Background: an optimization exercise with open tools, aiming at small area and a short achievable clock period. Do not read the settings as production practice.
The RTL was checked by simulation tests, not by an equivalence proof against the original design.
Power and IR drop assume default switching activity.

fjord:
==> flow/design.v <==
module processorPipe(
    input clk,
    input rst,
    input [15:0] instr_in,
    output [15:0] pc_out,
    output [15:0] alu_res,
    output memWrite,
    output regWrite,
    output [15:0] rf_WD,
    output [15:0] alu_b,
    output [15:0] read_rs,
    output [15:0] data_out,
    output [15:0] data_in
);
    integer i, k;
    reg [4:0] pc_q;    
    always @(posedge clk or posedge rst) begin
        if (rst)
            pc_q <= 5'd0;
        else
            pc_q <= pc_q + 5'd1;
    end
    assign pc_out = {10'd0, pc_q, 1'b0};
    wire [3:0] op_f = instr_in[15:12];
    wire alu_src_f = (op_f == 4'b0001) | (op_f == 4'b0010) | (op_f == 4'b1000) | (op_f == 4'b1010);
    wire sub_f = (op_f == 4'b0010) | (op_f == 4'b1100) |
                 ((op_f == 4'b0000) & (instr_in[2:1] == 2'b11));
    reg [15:0] ir;
    reg [7:1]  rs_oh, rt_oh;    
    reg        alu_src_d, sub_d;
    always @(posedge clk) begin
        ir <= instr_in;
        for (i = 1; i < 8; i = i + 1) begin
            rs_oh[i] <= (instr_in[11:9] == i[2:0]);
            rt_oh[i] <= (instr_in[8:6] == i[2:0]);
        end
        alu_src_d <= alu_src_f;
        sub_d <= sub_f;
    end
    wire [3:0] op = ir[15:12];
    wire [2:0] rt = ir[8:6];
    wire [2:0] rd = ir[5:3];
    wire [2:0] fn = ir[2:0];
    reg [2:0] alu_ctrl_d;
    reg       reg_dst_d, mem_to_reg_d, mem_write_d, reg_write_d;
    always @(*) begin
        reg_dst_d = 1'b0;
        mem_to_reg_d = 1'b0;
        mem_write_d = 1'b0;
        reg_write_d = 1'b0;
        alu_ctrl_d = 3'b010;
        case (op)
            4'b0000: begin reg_dst_d = 1'b1; reg_write_d = 1'b1; alu_ctrl_d = fn; end
            4'b0001: begin reg_write_d = 1'b1; end
            4'b0010: begin reg_write_d = 1'b1; alu_ctrl_d = 3'b110; end
            4'b1000: begin reg_write_d = 1'b1; mem_to_reg_d = 1'b1; end
            4'b1010: begin mem_write_d = 1'b1; end
            4'b1100: begin alu_ctrl_d = 3'b110; end
            default: ;
        endcase
    end
    reg [16*8-1:0] rf;    
    reg [15:0] rs_val, rt_val;
    always @(*) begin
        rs_val = 16'd0;
        rt_val = 16'd0;
        for (i = 1; i < 8; i = i + 1) begin
            rs_val = rs_val | (rf[16*i +: 16] & {16{rs_oh[i]}});
            rt_val = rt_val | (rf[16*i +: 16] & {16{rt_oh[i]}});
        end
    end
    wire [15:0] imm_ext = {{10{ir[5]}}, ir[5:0]};
    wire [15:0] b_d = alu_src_d ? imm_ext : rt_val;
    wire [15:0] bx_d = b_d ^ {16{sub_d}};    
    reg [15:0] ex_a, ex_b, ex_s, ex_p, ex_g;
    reg [2:0]  ex_ctrl;
    reg        ex_sub, ex_mem_write, ex_reg_write, ex_mem_to_reg;
    reg [2:0]  ex_wreg;
    always @(posedge clk) begin
        ex_a <= rs_val;
        ex_b <= b_d;
        ex_s <= rt_val;
        ex_p <= rs_val ^ bx_d;
        ex_g <= rs_val & bx_d;
        ex_ctrl <= alu_ctrl_d;
        ex_sub <= sub_d;
        ex_mem_write <= mem_write_d;
        ex_reg_write <= reg_write_d;
        ex_mem_to_reg <= mem_to_reg_d;
        ex_wreg <= reg_dst_d ? rd : rt;
    end
    assign read_rs = ex_a;
    assign alu_b = ex_b;
    wire [15:0] ex_t = ex_g | ex_p;
    reg [15:0] gg, pp, ng, np;
    reg [16:0] cy;
    always @(*) begin
        gg = ex_g;
        pp = ex_t;
        gg[0] = ex_g[0] | (ex_t[0] & ex_sub);
        for (k = 1; k < 16; k = 2 * k) begin
            ng = gg;
            np = pp;
            for (i = 0; i < 16; i = i + 1) begin
                if ((i / k) % 2 == 1) begin
                    ng[i] = gg[i] | (pp[i] & gg[(i / k) * k - 1]);
                    np[i] = pp[i] & pp[(i / k) * k - 1];
                end
            end
            gg = ng;
            pp = np;
        end
        cy = {gg, ex_sub};
    end
    wire [15:0] sum = ex_p ^ cy[15:0];
    wire slt = ex_p[15] ? sum[15] : ex_a[15];
    wire [15:0] lor = ex_t;
    reg [15:0] alu_out;
    always @(*) begin
        case (ex_ctrl)
            3'b000: alu_out = ex_g;
            3'b001: alu_out = lor;
            3'b010: alu_out = sum;
            3'b011: alu_out = ex_p;
            3'b100: alu_out = ~lor;
            3'b110: alu_out = sum;
            3'b111: alu_out = {15'd0, slt};
            default: alu_out = 16'd0;
        endcase
    end
    reg hz_arith, hz_x;
    always @(*) begin
        hz_arith = (ex_p[6] == cy[6]);
        for (i = 7; i < 16; i = i + 1)
            hz_arith = hz_arith & (ex_p[i] == ex_t[i - 1]);
        case (ex_ctrl)
            3'b000: hz_x = ~|ex_g[15:6];
            3'b001: hz_x = ~|ex_t[15:6];
            3'b011: hz_x = ~|ex_p[15:6];
            3'b100: hz_x = &ex_t[15:6];
            3'b010, 3'b110: hz_x = hz_arith;
            default: hz_x = 1'b1;
        endcase
    end
    wire wr_ok_x = ex_mem_write & hz_arith & (sum[5:0] >= 6'd5) & (sum[5:0] <= 6'd62);
    wire is_arith = (ex_ctrl == 3'b010) | (ex_ctrl == 3'b110);
    reg [5:1] lres;    
    always @(*) begin
        case (ex_ctrl)
            3'b000: lres = ex_g[5:1];
            3'b001: lres = ex_t[5:1];
            3'b011: lres = ex_p[5:1];
            3'b100: lres = ~ex_t[5:1];
            default: lres = 5'd0;
        endcase
    end
    function match;
        input integer bb;
        input v, w;
        match = ((ex_p[bb] ^ v) == (w ? ex_g[bb - 1] : ex_t[bb - 1]));
    endfunction
    reg [7:0] o_lo_x;
    reg [3:0] o_hi_x;
    reg [2:0] kk;
    always @(*) begin
        for (k = 0; k < 8; k = k + 1) begin
            kk = k[2:0];
            o_lo_x[k] = is_arith ? (((ex_p[1] ^ kk[0]) == cy[1]) & match(2, kk[1], kk[0])
                                    & match(3, kk[2], kk[1]))
                                 : (lres[3:1] == kk);
        end
        for (k = 0; k < 4; k = k + 1) begin
            kk = k[2:0];
            o_hi_x[k] = is_arith ? (((ex_p[4] ^ kk[0]) == cy[4]) & match(5, kk[1], kk[0]))
                                 : (lres[5:4] == kk[1:0]);
        end
    end
    wire cy_lo = alu_out[0];
    wire cy_hi = alu_out[0] & alu_out[1] & alu_out[2] & alu_out[3];
    wire [7:0] e_lo_x = cy_lo ? {o_lo_x[6:0], o_lo_x[7]} : o_lo_x;
    wire [3:0] e_hi_x = cy_hi ? {o_hi_x[2:0], o_hi_x[3]} : o_hi_x;
    reg [15:0] m_res, m_s;
    reg        m_mem_write, m_reg_write, m_mem_to_reg;
    reg [2:0]  m_wreg;
    reg [7:0]  o_lo, e_lo;
    reg [3:0]  o_hi, e_hi;
    reg        m_a0n;    
    reg        m_hz;     
    reg        m_wr_ok;  
    always @(posedge clk) begin
        m_hz <= hz_x;
        m_wr_ok <= wr_ok_x;
        m_res <= alu_out;
        o_lo <= o_lo_x;
        e_lo <= e_lo_x;
        o_hi <= o_hi_x;
        e_hi <= e_hi_x;
        m_a0n <= ~alu_out[0];
        m_s <= ex_s;
        m_mem_write <= ex_mem_write;
        m_reg_write <= ex_reg_write;
        m_mem_to_reg <= ex_mem_to_reg;
        m_wreg <= ex_wreg;
    end
    assign alu_res = m_res;
    assign memWrite = m_mem_write;
    assign data_in = m_s;
    reg [8*32-1:0] mem_e;    
    reg [8*32-1:0] mem_o;    
    wire [5:0] a = m_res[5:0];
    wire a0 = ~m_a0n;
    wire rd_ok = m_hz & (a != 6'd63);
    wire wr_ok = m_wr_ok;
    wire [8*32-1:0] bank_e = {mem_e[8*32-1:8*3], 8'h01, 8'h22, 8'h12};
    wire [8*32-1:0] bank_o = {mem_o[8*32-1:8*2], 8'h20, 8'h02};
    reg [7:0] rd_e, rd_o, grp_e, grp_o;
    integer j, h;
    always @(*) begin
        rd_e = 8'd0;
        rd_o = 8'd0;
        for (h = 0; h < 4; h = h + 1) begin
            grp_e = 8'd0;
            grp_o = 8'd0;
            for (j = 0; j < 8; j = j + 1) begin
                grp_e = grp_e | (bank_e[8*(8*h+j) +: 8] & {8{e_lo[j]}});
                grp_o = grp_o | (bank_o[8*(8*h+j) +: 8] & {8{o_lo[j]}});
            end
            rd_e = rd_e | (grp_e & {8{e_hi[h]}});
            rd_o = rd_o | (grp_o & {8{o_hi[h]}});
        end
    end
    wire s_o_lo = rd_ok & a0;      
    wire s_e_lo = rd_ok & ~a0;     
    wire [15:0] mem_rd = {({8{s_e_lo}} & rd_o) | ({8{s_o_lo}} & rd_e),
                          ({8{s_o_lo}} & rd_o) | ({8{s_e_lo}} & rd_e)};
    wire w_o_lo = m_mem_to_reg & s_o_lo;
    wire w_e_lo = m_mem_to_reg & s_e_lo;
    wire [15:0] wd_m = {16{~m_mem_to_reg}} & m_res;
    wire [15:0] wd_x = {({8{w_e_lo}} & rd_o) | ({8{w_o_lo}} & rd_e) | wd_m[15:8],
                        ({8{w_o_lo}} & rd_o) | ({8{w_e_lo}} & rd_e) | wd_m[7:0]};
    wire [3:0] wen_e = e_hi & {4{wr_ok}};
    wire [3:0] wen_o = o_hi & {4{wr_ok}};
    wire [7:0] wd_e = a0 ? m_s[15:8] : m_s[7:0];
    wire [7:0] wd_o = a0 ? m_s[7:0] : m_s[15:8];
    always @(posedge clk) begin
        for (j = 3; j < 32; j = j + 1)
            if (wen_e[j / 8] & e_lo[j % 8])
                mem_e[8*j +: 8] <= wd_e;
        for (j = 2; j < 32; j = j + 1)
            if (wen_o[j / 8] & o_lo[j % 8])
                mem_o[8*j +: 8] <= wd_o;
    end
    reg [15:0] w_data, w_wd;
    reg        w_reg_write;
    reg [2:0]  w_wreg;
    always @(posedge clk) begin
        w_data <= mem_rd;
        w_wd <= wd_x;
        w_reg_write <= m_reg_write;
        w_wreg <= m_wreg;
    end
    assign data_out = w_data;
    assign rf_WD = w_wd;
    assign regWrite = w_reg_write;
    always @(posedge clk) begin
        for (i = 1; i < 8; i = i + 1)
            if (w_reg_write & (w_wreg == i[2:0]))
                rf[16*i +: 16] <= w_wd;
    end
endmodule
clock: 5.5 ns
lec_check: 0
cap_margin: 20
core_margin: 2
core_utilization: 50
cts_cluster_diameter: 60
cts_cluster_size: 30
place_density: 0.6
setup_slack_margin: 3.2
slew_margin: 20
standard.sh (not shown) runs the stock make flow with config.mk's settings and CLKGATE_MAP_FILE= SYNTH_SCRIPT=/design/flow/synth_recipe.tcl, a recipe that flattens the netlist after the stock synthesis.
==> flow/flow/run.sh <==
#!/bin/bash
# Layout flow: the standard ORFS flow (standard.sh, standard synthesis
# unchanged), with clock tree synthesis told not to insert dummy loads.
set -euo pipefail
export CTS_ARGS="-sink_clustering_enable -repair_clock_nets -dont_use_dummy_load -sink_clustering_size 30 -sink_clustering_max_diameter 60"
bash standard.sh > standard_flow.log 2>&1
Input changes introduced in quartz (baseline for comparison: fjord):
-- flow/design.v --
<<< fjord, line 102
            ng = gg;
            np = pp;
            for (i = 0; i < 16; i = i + 1) begin
                if ((i / k) % 2 == 1) begin
                    ng[i] = gg[i] | (pp[i] & gg[(i / k) * k - 1]);
                    np[i] = pp[i] & pp[(i / k) * k - 1];
                end
            end
            gg = ng;
>>> quartz, line 102
            ng = gg;
            np = pp;
            for (i = k; i < 16; i = i + 1) begin
                ng[i] = gg[i] | (pp[i] & gg[i - k]);
                np[i] = pp[i] & pp[i - k];
            end
            gg = ng;
<<< fjord, line 160
        match = ((ex_p[bb] ^ v) == (w ? ex_g[bb - 1] : ex_t[bb - 1]));
    endfunction
    reg [7:0] o_lo_x;
    reg [3:0] o_hi_x;
    reg [2:0] kk;
    always @(*) begin
        for (k = 0; k < 8; k = k + 1) begin
            kk = k[2:0];
            o_lo_x[k] = is_arith ? (((ex_p[1] ^ kk[0]) == cy[1]) & match(2, kk[1], kk[0])
                                    & match(3, kk[2], kk[1]))
                                 : (lres[3:1] == kk);
        end
        for (k = 0; k < 4; k = k + 1) begin
            kk = k[2:0];
            o_hi_x[k] = is_arith ? (((ex_p[4] ^ kk[0]) == cy[4]) & match(5, kk[1], kk[0]))
                                 : (lres[5:4] == kk[1:0]);
        end
    end
    wire cy_lo = alu_out[0];
    wire cy_hi = alu_out[0] & alu_out[1] & alu_out[2] & alu_out[3];
    wire [7:0] e_lo_x = cy_lo ? {o_lo_x[6:0], o_lo_x[7]} : o_lo_x;
    wire [3:0] e_hi_x = cy_hi ? {o_hi_x[2:0], o_hi_x[3]} : o_hi_x;
    reg [15:0] m_res, m_s;
    reg        m_mem_write, m_reg_write, m_mem_to_reg;
    reg [2:0]  m_wreg;
    reg [7:0]  o_lo, e_lo;
    reg [3:0]  o_hi, e_hi;
    reg        m_a0n;    
    reg        m_hz;     
>>> quartz, line 158
        match = ((ex_p[bb] ^ v) == (w ? ex_g[bb - 1] : ex_t[bb - 1]));
    endfunction
    reg [3:0] o_lo_x;
    reg [7:0] o_hi_x;
    reg [2:0] kk;
    always @(*) begin
        for (k = 0; k < 4; k = k + 1) begin
            kk = k[2:0];
            o_lo_x[k] = is_arith ? (((ex_p[1] ^ kk[0]) == cy[1]) & match(2, kk[1], kk[0]))
                                 : (lres[2:1] == kk[1:0]);
        end
        for (k = 0; k < 8; k = k + 1) begin
            kk = k[2:0];
            o_hi_x[k] = is_arith ? (((ex_p[3] ^ kk[0]) == cy[3]) & match(4, kk[1], kk[0])
                                    & match(5, kk[2], kk[1]))
                                 : (lres[5:3] == kk);
        end
    end
    wire cy_lo = alu_out[0];
    wire cy_hi = alu_out[0] & alu_out[1] & alu_out[2];
    wire [3:0] e_lo_x = cy_lo ? {o_lo_x[2:0], o_lo_x[3]} : o_lo_x;
    wire [7:0] e_hi_x = cy_hi ? {o_hi_x[6:0], o_hi_x[7]} : o_hi_x;
    reg [15:0] m_res, m_s;
    reg        m_mem_write, m_reg_write, m_mem_to_reg;
    reg [2:0]  m_wreg;
    reg [3:0]  o_lo, e_lo;
    reg [7:0]  o_hi, e_hi;
    reg        m_a0n;    
    reg        m_hz;     
<<< fjord, line 219
        rd_e = 8'd0;
        rd_o = 8'd0;
        for (h = 0; h < 4; h = h + 1) begin
            grp_e = 8'd0;
            grp_o = 8'd0;
            for (j = 0; j < 8; j = j + 1) begin
                grp_e = grp_e | (bank_e[8*(8*h+j) +: 8] & {8{e_lo[j]}});
                grp_o = grp_o | (bank_o[8*(8*h+j) +: 8] & {8{o_lo[j]}});
            end
            rd_e = rd_e | (grp_e & {8{e_hi[h]}});
>>> quartz, line 217
        rd_e = 8'd0;
        rd_o = 8'd0;
        for (h = 0; h < 8; h = h + 1) begin
            grp_e = 8'd0;
            grp_o = 8'd0;
            for (j = 0; j < 4; j = j + 1) begin
                grp_e = grp_e | (bank_e[8*(4*h+j) +: 8] & {8{e_lo[j]}});
                grp_o = grp_o | (bank_o[8*(4*h+j) +: 8] & {8{o_lo[j]}});
            end
            rd_e = rd_e | (grp_e & {8{e_hi[h]}});
<<< fjord, line 239
    wire [15:0] wd_x = {({8{w_e_lo}} & rd_o) | ({8{w_o_lo}} & rd_e) | wd_m[15:8],
                        ({8{w_o_lo}} & rd_o) | ({8{w_e_lo}} & rd_e) | wd_m[7:0]};
    wire [3:0] wen_e = e_hi & {4{wr_ok}};
    wire [3:0] wen_o = o_hi & {4{wr_ok}};
    wire [7:0] wd_e = a0 ? m_s[15:8] : m_s[7:0];
    wire [7:0] wd_o = a0 ? m_s[7:0] : m_s[15:8];
    always @(posedge clk) begin
        for (j = 3; j < 32; j = j + 1)
            if (wen_e[j / 8] & e_lo[j % 8])
                mem_e[8*j +: 8] <= wd_e;
        for (j = 2; j < 32; j = j + 1)
            if (wen_o[j / 8] & o_lo[j % 8])
                mem_o[8*j +: 8] <= wd_o;
    end
>>> quartz, line 237
    wire [15:0] wd_x = {({8{w_e_lo}} & rd_o) | ({8{w_o_lo}} & rd_e) | wd_m[15:8],
                        ({8{w_o_lo}} & rd_o) | ({8{w_e_lo}} & rd_e) | wd_m[7:0]};
    wire [7:0] wen_e = e_hi & {8{wr_ok}};
    wire [7:0] wen_o = o_hi & {8{wr_ok}};
    wire [7:0] wd_e = a0 ? m_s[15:8] : m_s[7:0];
    wire [7:0] wd_o = a0 ? m_s[7:0] : m_s[15:8];
    always @(posedge clk) begin
        for (j = 3; j < 32; j = j + 1)
            if (wen_e[j / 4] & e_lo[j % 4])
                mem_e[8*j +: 8] <= wd_e;
        for (j = 2; j < 32; j = j + 1)
            if (wen_o[j / 4] & o_lo[j % 4])
                mem_o[8*j +: 8] <= wd_o;
    end
==> results.txt <==
- The portion of the post-synthesis area used by sequential elements of quartz falls short of that of fjord by 2.0 points.
- Between quartz and fjord, it is quartz whose number of antenna violations at the first check in global routing is higher, by 1.
- Share of total power in combinational logic: quartz vs fjord, no meaningful difference
- | internal cell power | quartz vs fjord | ≈ equal |
- Final HPWL from detailed placement delta (quartz − fjord): unfavourable
- Compared with fjord, quartz improves hold slack.
- Re fraction of met1 tracks used by global routing: quartz is 0.60 points down on fjord.
- Fraction of area in registers ended up 0.92 points lower on quartz than on fjord.
- Compared quartz vs fjord, and power dissipated in combinational cells is up in quartz.

==> afterwards: timing with drivers on the ports <==
In the flow no input, the clock included, has a driving cell. The finished layouts below were timed again as built, in two steps.
Step 1 sets driving cells, clkbuf_16 on the clock port and buf_2 on the other inputs (assumed; they add their load-dependent delay and slew).
Step 2, shift: input delay + t, output delay - t, t = (earliest + latest rising clock arrival at the registers) / 2. This alone moves slack from input paths to output paths.
Slacks: no drivers / after step 1 / after step 2; pairs: no drivers / after step 1.
run	t (ns)	setup slack, ns	worst slew at a driven data input, ns
fjord	0.653	3.176 / 3.148 / 3.176	0.04
quartz	0.652	3.203 / 3.143 / 3.264	0.03
After both steps setup and hold are still met in every run listed.
